Context: an optimization exercise on an open-source flow, tuned for small area and a short achievable clock period. The choices shown serve that exercise and are no tape-out recipe.

==> 10-09 <==
// opstack
module opstack(clk, num, op, x, qtop);
  input clk, num, op;
  input [15:0] x;
  output [15:0] qtop;
  wire [15:0] qnext, d;
  wire load, push, pop;
  alu alu0(.a(qtop), .b(qnext), .f(x[4:0]), .x(x), .push(num), .s(d));
  stack stack0(clk, load, push, pop, d, qtop, qnext);
  assign load=num|op;
  assign push=num;
  assign pop=op&~x[4];
endmodule
==> module alu, before the edit <==
module alu(a, b, f, x, push, s);
  input [15:0] a, b;
  input [4:0] f;
  input [15:0] x;
  input push;
  output [15:0] s;
  wire f_add  = (f == 5'b00000);
  wire f_sub  = (f == 5'b00001);
  wire f_mul  = (f == 5'b00010);
  wire f_shl  = (f == 5'b00011);
  wire f_shr  = (f == 5'b00100);
  wire f_band = (f == 5'b00101);
  wire f_bor  = (f == 5'b00110);
  wire f_bxor = (f == 5'b00111);
  wire f_and  = (f == 5'b01000);
  wire f_or   = (f == 5'b01001);
  wire f_eq   = (f == 5'b01010);
  wire f_ne   = (f == 5'b01011);
  wire f_ge   = (f == 5'b01100);
  wire f_le   = (f == 5'b01101);
  wire f_gt   = (f == 5'b01110);
  wire f_lt   = (f == 5'b01111);
  wire f_neg  = (f == 5'b10000);
  wire f_bnot = (f == 5'b10001);
  wire f_not  = (f == 5'b10010);
  wire inv = ~(f_add | f_band | f_bor | f_bxor);
  wire zb  = f_neg | f_bnot;
  wire [15:0] bz = zb ? 16'h0000 : b;
  wire [15:0] ax = inv ? ~a : a;
  wire [15:0] p = bz ^ ax;
  wire [15:0] g = bz & ax;
  wire [16:0] c;
  assign c[0] = inv;
  wire [15:0] G0, P0, G1, P1, G2, P2, G3, P3, G4, P4;
  assign G0 = {g[15:1], g[0] | (p[0] & inv)};
  assign P0 = {p[15:1], 1'b0};
  genvar i;
  generate
    for (i = 0; i < 16; i = i + 1) begin : g_pre
      if ((i % 2) >= 1) begin : l1
        assign G1[i] = G0[i] | (P0[i] & G0[(i/2)*2 + 0]);
        assign P1[i] = P0[i] & P0[(i/2)*2 + 0];
      end else begin : l1n
        assign G1[i] = G0[i]; assign P1[i] = P0[i];
      end
      if ((i % 4) >= 2) begin : l2
        assign G2[i] = G1[i] | (P1[i] & G1[(i/4)*4 + 1]);
        assign P2[i] = P1[i] & P1[(i/4)*4 + 1];
      end else begin : l2n
        assign G2[i] = G1[i]; assign P2[i] = P1[i];
      end
      if ((i % 8) >= 4) begin : l3
        assign G3[i] = G2[i] | (P2[i] & G2[(i/8)*8 + 3]);
        assign P3[i] = P2[i] & P2[(i/8)*8 + 3];
      end else begin : l3n
        assign G3[i] = G2[i]; assign P3[i] = P2[i];
      end
      if ((i % 16) >= 8) begin : l4
        assign G4[i] = G3[i] | (P3[i] & G3[7]);
        assign P4[i] = P3[i] & P3[7];
      end else begin : l4n
        assign G4[i] = G3[i]; assign P4[i] = P3[i];
      end
      assign c[i+1] = G4[i];
    end
  endgenerate
  wire [15:0] sum = p ^ c[15:0];
  wire eq = &p;
  wire lt = (b[15] ^ a[15]) ? b[15] : sum[15];    
  wire anz = |a, bnz = |b;
  wire bit0 = (f_and & anz & bnz) | (f_or & (anz | bnz)) | (f_eq & eq) |
              (f_ne & ~eq) | (f_ge & ~lt) | (f_le & (lt | eq)) |
              (f_gt & ~(lt | eq)) | (f_lt & lt) | (f_not & ~anz);
  wire big = |a[15:4];
  wire [15:0] br;
  generate for (i = 0; i < 16; i = i + 1) begin : g_rev
    assign br[i] = b[15 - i];
  end endgenerate
  wire [15:0] bs = f_shr ? br : b;
  wire [15:0] sh = bs << a[3:0];
  wire [15:0] shr;
  generate for (i = 0; i < 16; i = i + 1) begin : g_rev2
    assign shr[i] = sh[15 - i];
  end endgenerate
  wire [15:0] prod;
  mul_lo mul0(.a(a), .b(b), .p(prod));
  wire op_ok = ~push;
  wire s_sum = op_ok & (f_add | f_sub | f_neg);
  wire s_mul = op_ok & f_mul;
  wire s_shl = op_ok & f_shl & ~big;
  wire s_shr = op_ok & f_shr & ~big;
  wire s_p   = op_ok & (f_bxor | f_bor | f_bnot);
  wire s_g   = op_ok & (f_band | f_bor);
  wire s_b0  = op_ok;
  assign s = ({16{push}} & x) | ({16{s_sum}} & sum) | ({16{s_mul}} & prod) |
             ({16{s_shl}} & sh) | ({16{s_shr}} & shr) | ({16{s_p}} & p) |
             ({16{s_g}} & g) | {15'd0, s_b0 & bit0};
endmodule
==> module opstack, before the edit <==
module opstack(clk, num, op, x, qtop);
  input clk, num, op;
  input [15:0] x;
  output [15:0] qtop;
  wire [15:0] qnext, d;
  wire load, push, pop;
  alu alu0(.a(qtop), .b(qnext), .f(x[4:0]), .x(x), .push(num), .s(d));
  stack stack0(clk, load, push, pop, d, qtop, qnext);
  assign load=num|op;
  assign push=num;
  assign pop=op&~x[4];
endmodule
export LEC_CHECK = 0
export CAP_MARGIN = 20
export CORE_MARGIN = 2
export CORE_UTILIZATION = 40
export SETUP_SLACK_MARGIN = 1.5
export SLEW_MARGIN = 20
create_clock -name core_clock -period 7.0 [get_ports {clk}]
run.sh (not shown) runs the stock make flow with config.mk's settings and CLKGATE_MAP_FILE= SYNTH_SCRIPT=/design/flow/synth_recipe.tcl, a recipe that flattens the netlist after the stock synthesis.
==> 01-11 (differences from 10-09) <==
--- a/flow/design.v
+++ b/flow/design.v
@@ -1,100 +1,44 @@
-module alu(a, b, f, x, push, s);
+module alu(a, b, f, s);
   input [15:0] a, b;
   input [4:0] f;
-  input [15:0] x;
-  input push;
-  output [15:0] s;
-  wire f_add  = (f == 5'b00000);
-  wire f_sub  = (f == 5'b00001);
-  wire f_mul  = (f == 5'b00010);
-  wire f_shl  = (f == 5'b00011);
-  wire f_shr  = (f == 5'b00100);
-  wire f_band = (f == 5'b00101);
-  wire f_bor  = (f == 5'b00110);
-  wire f_bxor = (f == 5'b00111);
-  wire f_and  = (f == 5'b01000);
-  wire f_or   = (f == 5'b01001);
-  wire f_eq   = (f == 5'b01010);
-  wire f_ne   = (f == 5'b01011);
-  wire f_ge   = (f == 5'b01100);
-  wire f_le   = (f == 5'b01101);
-  wire f_gt   = (f == 5'b01110);
-  wire f_lt   = (f == 5'b01111);
-  wire f_neg  = (f == 5'b10000);
-  wire f_bnot = (f == 5'b10001);
-  wire f_not  = (f == 5'b10010);
-  wire inv = ~(f_add | f_band | f_bor | f_bxor);
-  wire zb  = f_neg | f_bnot;
-  wire [15:0] bz = zb ? 16'h0000 : b;
-  wire [15:0] ax = inv ? ~a : a;
-  wire [15:0] p = bz ^ ax;
-  wire [15:0] g = bz & ax;
-  wire [16:0] c;
-  assign c[0] = inv;
-  wire [15:0] G0, P0, G1, P1, G2, P2, G3, P3, G4, P4;
-  assign G0 = {g[15:1], g[0] | (p[0] & inv)};
-  assign P0 = {p[15:1], 1'b0};
-  genvar i;
-  generate
-    for (i = 0; i < 16; i = i + 1) begin : g_pre
-      if ((i % 2) >= 1) begin : l1
-        assign G1[i] = G0[i] | (P0[i] & G0[(i/2)*2 + 0]);
-        assign P1[i] = P0[i] & P0[(i/2)*2 + 0];
-      end else begin : l1n
-        assign G1[i] = G0[i]; assign P1[i] = P0[i];
-      end
-      if ((i % 4) >= 2) begin : l2
-        assign G2[i] = G1[i] | (P1[i] & G1[(i/4)*4 + 1]);
-        assign P2[i] = P1[i] & P1[(i/4)*4 + 1];
-      end else begin : l2n
-        assign G2[i] = G1[i]; assign P2[i] = P1[i];
-      end
-      if ((i % 8) >= 4) begin : l3
-        assign G3[i] = G2[i] | (P2[i] & G2[(i/8)*8 + 3]);
-        assign P3[i] = P2[i] & P2[(i/8)*8 + 3];
-      end else begin : l3n
-        assign G3[i] = G2[i]; assign P3[i] = P2[i];
-      end
-      if ((i % 16) >= 8) begin : l4
-        assign G4[i] = G3[i] | (P3[i] & G3[7]);
-        assign P4[i] = P3[i] & P3[7];
-      end else begin : l4n
-        assign G4[i] = G3[i]; assign P4[i] = P3[i];
-      end
-      assign c[i+1] = G4[i];
-    end
-  endgenerate
-  wire [15:0] sum = p ^ c[15:0];
-  wire eq = &p;
-  wire lt = (b[15] ^ a[15]) ? b[15] : sum[15];    
-  wire anz = |a, bnz = |b;
-  wire bit0 = (f_and & anz & bnz) | (f_or & (anz | bnz)) | (f_eq & eq) |
-              (f_ne & ~eq) | (f_ge & ~lt) | (f_le & (lt | eq)) |
-              (f_gt & ~(lt | eq)) | (f_lt & lt) | (f_not & ~anz);
-  wire big = |a[15:4];
-  wire [15:0] br;
-  generate for (i = 0; i < 16; i = i + 1) begin : g_rev
-    assign br[i] = b[15 - i];
-  end endgenerate
-  wire [15:0] bs = f_shr ? br : b;
-  wire [15:0] sh = bs << a[3:0];
-  wire [15:0] shr;
-  generate for (i = 0; i < 16; i = i + 1) begin : g_rev2
-    assign shr[i] = sh[15 - i];
-  end endgenerate
+  output reg [15:0] s;
+  wire add = (f == 5'b00000);
+  wire neg = (f == 5'b10000);
+  wire [15:0] bz = neg ? 16'h0000 : b;
+  wire [15:0] ax = add ? a : ~a;
+  wire [15:0] sum = bz + ax + {15'd0, ~add};
   wire [15:0] prod;
   mul_lo mul0(.a(a), .b(b), .p(prod));
-  wire op_ok = ~push;
-  wire s_sum = op_ok & (f_add | f_sub | f_neg);
-  wire s_mul = op_ok & f_mul;
-  wire s_shl = op_ok & f_shl & ~big;
-  wire s_shr = op_ok & f_shr & ~big;
-  wire s_p   = op_ok & (f_bxor | f_bor | f_bnot);
-  wire s_g   = op_ok & (f_band | f_bor);
-  wire s_b0  = op_ok;
-  assign s = ({16{push}} & x) | ({16{s_sum}} & sum) | ({16{s_mul}} & prod) |
-             ({16{s_shl}} & sh) | ({16{s_shr}} & shr) | ({16{s_p}} & p) |
-             ({16{s_g}} & g) | {15'd0, s_b0 & bit0};
+  wire [15:0] bx = b ^ a;
+  wire eq = ~|bx;
+  wire anz = |a, bnz = |b;
+  wire lt = (b[15] ^ a[15]) ? b[15] : sum[15];
+  wire big = |a[15:4];
+  wire [15:0] shl = big ? 16'h0000 : (b << a[3:0]);
+  wire [15:0] shr = big ? 16'h0000 : (b >> a[3:0]);
+  always @(*)
+    case (f)
+      5'b00000  : s = sum;
+      5'b00001  : s = sum;
+      5'b00010  : s = prod;
+      5'b00011  : s = shl;
+      5'b00100  : s = shr;
+      5'b00101 : s = b & a;
+      5'b00110  : s = b | a;
+      5'b00111 : s = bx;
+      5'b01000  : s = {15'd0, anz & bnz};
+      5'b01001   : s = {15'd0, anz | bnz};
+      5'b01010   : s = {15'd0, eq};
+      5'b01011   : s = {15'd0, ~eq};
+      5'b01100   : s = {15'd0, ~lt};
+      5'b01101   : s = {15'd0, lt | eq};
+      5'b01110   : s = {15'd0, ~(lt | eq)};
+      5'b01111   : s = {15'd0, lt};
+      5'b10000  : s = sum;
+      5'b10001 : s = ~a;
+      5'b10010  : s = {15'd0, ~anz};
+      default : s = 16'h0000;
+    endcase
 endmodule
 module mul_lo(a, b, p);
   input [15:0] a, b;
@@ -546,11 +490,12 @@
   input clk, num, op;
   input [15:0] x;
   output [15:0] qtop;
-  wire [15:0] qnext, d;
+  wire [15:0] qnext, s, d;
   wire load, push, pop;
-  alu alu0(.a(qtop), .b(qnext), .f(x[4:0]), .x(x), .push(num), .s(d));
+  alu alu0(.a(qtop), .b(qnext), .f(x[4:0]), .s(s));
   stack stack0(clk, load, push, pop, d, qtop, qnext);
   assign load=num|op;
   assign push=num;
   assign pop=op&~x[4];
+  assign d = num ? x : s;
 endmodule
==> 04-07 (differences from 10-09) <==
--- a/flow/design.v
+++ b/flow/design.v
@@ -1,100 +1,44 @@
-module alu(a, b, f, x, push, s);
+module alu(a, b, f, s);
   input [15:0] a, b;
   input [4:0] f;
-  input [15:0] x;
-  input push;
-  output [15:0] s;
-  wire f_add  = (f == 5'b00000);
-  wire f_sub  = (f == 5'b00001);
-  wire f_mul  = (f == 5'b00010);
-  wire f_shl  = (f == 5'b00011);
-  wire f_shr  = (f == 5'b00100);
-  wire f_band = (f == 5'b00101);
-  wire f_bor  = (f == 5'b00110);
-  wire f_bxor = (f == 5'b00111);
-  wire f_and  = (f == 5'b01000);
-  wire f_or   = (f == 5'b01001);
-  wire f_eq   = (f == 5'b01010);
-  wire f_ne   = (f == 5'b01011);
-  wire f_ge   = (f == 5'b01100);
-  wire f_le   = (f == 5'b01101);
-  wire f_gt   = (f == 5'b01110);
-  wire f_lt   = (f == 5'b01111);
-  wire f_neg  = (f == 5'b10000);
-  wire f_bnot = (f == 5'b10001);
-  wire f_not  = (f == 5'b10010);
-  wire inv = ~(f_add | f_band | f_bor | f_bxor);
-  wire zb  = f_neg | f_bnot;
-  wire [15:0] bz = zb ? 16'h0000 : b;
-  wire [15:0] ax = inv ? ~a : a;
-  wire [15:0] p = bz ^ ax;
-  wire [15:0] g = bz & ax;
-  wire [16:0] c;
-  assign c[0] = inv;
-  wire [15:0] G0, P0, G1, P1, G2, P2, G3, P3, G4, P4;
-  assign G0 = {g[15:1], g[0] | (p[0] & inv)};
-  assign P0 = {p[15:1], 1'b0};
-  genvar i;
-  generate
-    for (i = 0; i < 16; i = i + 1) begin : g_pre
-      if ((i % 2) >= 1) begin : l1
-        assign G1[i] = G0[i] | (P0[i] & G0[(i/2)*2 + 0]);
-        assign P1[i] = P0[i] & P0[(i/2)*2 + 0];
-      end else begin : l1n
-        assign G1[i] = G0[i]; assign P1[i] = P0[i];
-      end
-      if ((i % 4) >= 2) begin : l2
-        assign G2[i] = G1[i] | (P1[i] & G1[(i/4)*4 + 1]);
-        assign P2[i] = P1[i] & P1[(i/4)*4 + 1];
-      end else begin : l2n
-        assign G2[i] = G1[i]; assign P2[i] = P1[i];
-      end
-      if ((i % 8) >= 4) begin : l3
-        assign G3[i] = G2[i] | (P2[i] & G2[(i/8)*8 + 3]);
-        assign P3[i] = P2[i] & P2[(i/8)*8 + 3];
-      end else begin : l3n
-        assign G3[i] = G2[i]; assign P3[i] = P2[i];
-      end
-      if ((i % 16) >= 8) begin : l4
-        assign G4[i] = G3[i] | (P3[i] & G3[7]);
-        assign P4[i] = P3[i] & P3[7];
-      end else begin : l4n
-        assign G4[i] = G3[i]; assign P4[i] = P3[i];
-      end
-      assign c[i+1] = G4[i];
-    end
-  endgenerate
-  wire [15:0] sum = p ^ c[15:0];
-  wire eq = &p;
-  wire lt = (b[15] ^ a[15]) ? b[15] : sum[15];    
-  wire anz = |a, bnz = |b;
-  wire bit0 = (f_and & anz & bnz) | (f_or & (anz | bnz)) | (f_eq & eq) |
-              (f_ne & ~eq) | (f_ge & ~lt) | (f_le & (lt | eq)) |
-              (f_gt & ~(lt | eq)) | (f_lt & lt) | (f_not & ~anz);
-  wire big = |a[15:4];
-  wire [15:0] br;
-  generate for (i = 0; i < 16; i = i + 1) begin : g_rev
-    assign br[i] = b[15 - i];
-  end endgenerate
-  wire [15:0] bs = f_shr ? br : b;
-  wire [15:0] sh = bs << a[3:0];
-  wire [15:0] shr;
-  generate for (i = 0; i < 16; i = i + 1) begin : g_rev2
-    assign shr[i] = sh[15 - i];
-  end endgenerate
+  output reg [15:0] s;
+  wire add = (f == 5'b00000);
+  wire neg = (f == 5'b10000);
+  wire [15:0] bz = neg ? 16'h0000 : b;
+  wire [15:0] ax = add ? a : ~a;
+  wire [15:0] sum = bz + ax + {15'd0, ~add};
   wire [15:0] prod;
   mul_lo mul0(.a(a), .b(b), .p(prod));
-  wire op_ok = ~push;
-  wire s_sum = op_ok & (f_add | f_sub | f_neg);
-  wire s_mul = op_ok & f_mul;
-  wire s_shl = op_ok & f_shl & ~big;
-  wire s_shr = op_ok & f_shr & ~big;
-  wire s_p   = op_ok & (f_bxor | f_bor | f_bnot);
-  wire s_g   = op_ok & (f_band | f_bor);
-  wire s_b0  = op_ok;
-  assign s = ({16{push}} & x) | ({16{s_sum}} & sum) | ({16{s_mul}} & prod) |
-             ({16{s_shl}} & sh) | ({16{s_shr}} & shr) | ({16{s_p}} & p) |
-             ({16{s_g}} & g) | {15'd0, s_b0 & bit0};
+  wire [15:0] bx = b ^ a;
+  wire eq = ~|bx;
+  wire anz = |a, bnz = |b;
+  wire lt = (b[15] ^ a[15]) ? b[15] : sum[15];
+  wire big = |a[15:4];
+  wire [15:0] shl = big ? 16'h0000 : (b << a[3:0]);
+  wire [15:0] shr = big ? 16'h0000 : (b >> a[3:0]);
+  always @(*)
+    case (f)
+      5'b00000  : s = sum;
+      5'b00001  : s = sum;
+      5'b00010  : s = prod;
+      5'b00011  : s = shl;
+      5'b00100  : s = shr;
+      5'b00101 : s = b & a;
+      5'b00110  : s = b | a;
+      5'b00111 : s = bx;
+      5'b01000  : s = {15'd0, anz & bnz};
+      5'b01001   : s = {15'd0, anz | bnz};
+      5'b01010   : s = {15'd0, eq};
+      5'b01011   : s = {15'd0, ~eq};
+      5'b01100   : s = {15'd0, ~lt};
+      5'b01101   : s = {15'd0, lt | eq};
+      5'b01110   : s = {15'd0, ~(lt | eq)};
+      5'b01111   : s = {15'd0, lt};
+      5'b10000  : s = sum;
+      5'b10001 : s = ~a;
+      5'b10010  : s = {15'd0, ~anz};
+      default : s = 16'h0000;
+    endcase
 endmodule
 module mul_lo(a, b, p);
   input [15:0] a, b;
@@ -546,11 +490,12 @@
   input clk, num, op;
   input [15:0] x;
   output [15:0] qtop;
-  wire [15:0] qnext, d;
+  wire [15:0] qnext, s, d;
   wire load, push, pop;
-  alu alu0(.a(qtop), .b(qnext), .f(x[4:0]), .x(x), .push(num), .s(d));
+  alu alu0(.a(qtop), .b(qnext), .f(x[4:0]), .s(s));
   stack stack0(clk, load, push, pop, d, qtop, qnext);
   assign load=num|op;
   assign push=num;
   assign pop=op&~x[4];
+  assign d = num ? x : s;
 endmodule
--- a/flow/config.mk
+++ b/flow/config.mk
@@ -5,8 +5,8 @@
 export SDC_FILE = /design/flow/constraint.sdc
 export NUM_CORES = 4
 export LEC_CHECK = 0
+export ABC_CLOCK_PERIOD_IN_PS = 5000
 export CAP_MARGIN = 20
 export CORE_MARGIN = 2
 export CORE_UTILIZATION = 40
-export SETUP_SLACK_MARGIN = 1.5
 export SLEW_MARGIN = 20
==> 09-08 (differences from 10-09) <==
--- a/flow/config.mk
+++ b/flow/config.mk
@@ -8,5 +8,4 @@
 export CAP_MARGIN = 20
 export CORE_MARGIN = 2
 export CORE_UTILIZATION = 40
-export SETUP_SLACK_MARGIN = 1.5
 export SLEW_MARGIN = 20
==> impl_metrics.ini <==
[power_and_ir_drop]
comb_power_mw = 2.35
clk-power_mw = 0.575
power_mw = 3.45

[yosys]
synth.avg_cell_area_um2 = 8.63

[global_route]
met2_usage = 0.416
globalRouteMet3Util = 0.0804

[route]
met2WireLength_um = 15600

[final_layout]
design_area_mm2 = 0.0112
nonClockInverterCount = 142

[timing]
rsz0062_at_grt = yes

[status]
status = timing/DRC/antenna clean
That was 01-11.
==> impl_metrics.ini <==
[status]
status = timing/DRC/antenna clean

[power_and_ir_drop]
comb_power_mw = 2.98
power_mw = 4.09

[timing]
rsz0062_at_grt = no

[final_layout]
design_area_mm2 = 0.00995
nonClockInverterCount = 110

[global_route]
globalRouteMet3Util = 0.0597
met2_usage = 0.364

[yosys]
synth.avg_cell_area_um2 = 9.29
That was 10-09.
==> impl_metrics.ini <==
[status]
status = timing/DRC/antenna clean

[timing]
finalSetupTns_ns = 0
rsz0062_at_grt = no

[final_layout]
design_area_mm2 = 0.00969
nonClockInverterCount = 110

[global_route]
met2_usage = 0.364

[route]
met2WireLength_um = 12200

[power_and_ir_drop]
power_mw = 4.03
clk-power_mw = 0.463
comb_power_mw = 2.88

[yosys]
synth.avg_cell_area_um2 = 9.29
That was 09-08.
==> impl_metrics.ini <==
[global_route]
globalRouteMet3Util = 0.0697
met2_usage = 0.408

[yosys]
synth.avg_cell_area_um2 = 8.63
synth-xor-area-share = 0.0555
yosysMostFrequentCell = nand2_1

[final_layout]
design_area_mm2 = 0.0110
nonClockInverterCount = 142

[place]
dp.cells = 1470

[power_and_ir_drop]
clk-power_mw = 0.575
power_mw = 3.37

[status]
status = timing/DRC/antenna clean

[setup_path]
end_kind = flip-flop
cp_slowest_cell = edfxtp_1

[timing]
rsz0062_at_grt = no

[route]
wl_um = 34900
met1_length_um = 14700
wl_met3_um = 3470
That was 04-07.
Function was not checked in any run of this note: the RTL went through the layout flow alone.

-- separate check: timing with driven ports --
Ports are ideal in the flow. The routed layouts listed here were re-timed in OpenROAD.
Step 1 assumes that a clkbuf_16 drives the clock port and a buf_2 every other input.
Step 2 also shifts input and output timing later by t, the mid clock arrival at the registers, as if the neighbouring blocks saw the same clock.
a / b / c = ideal ports / drivers / drivers and shift; a / b = the first two.
run | t (ns) | slack for setup (ns) | worst setup path at the end | clock arrival spread, ns | worst data-port slew with drivers (ns)
10-09 | 0.379 | 1.789 / 1.789 / 1.507 | input to register | 0.016 / 0.016 | 0.04
01-11 | 0.408 | 1.486 / 1.486 / 1.486 | register to register | 0.013 / 0.013 | 0.04
04-07 | 0.408 | 1.167 / 1.167 / 1.167 | register to register | 0.013 / 0.012 | 0.04
09-08 | 0.373 | 1.443 / 1.443 / 1.157 | input to register | 0.013 / 0.013 | 0.04
After both steps setup and hold are still met in every run listed. The setup slack of 09-08, which loses most, moves by 0.000 ns with the drivers and by -0.286 ns with both steps.
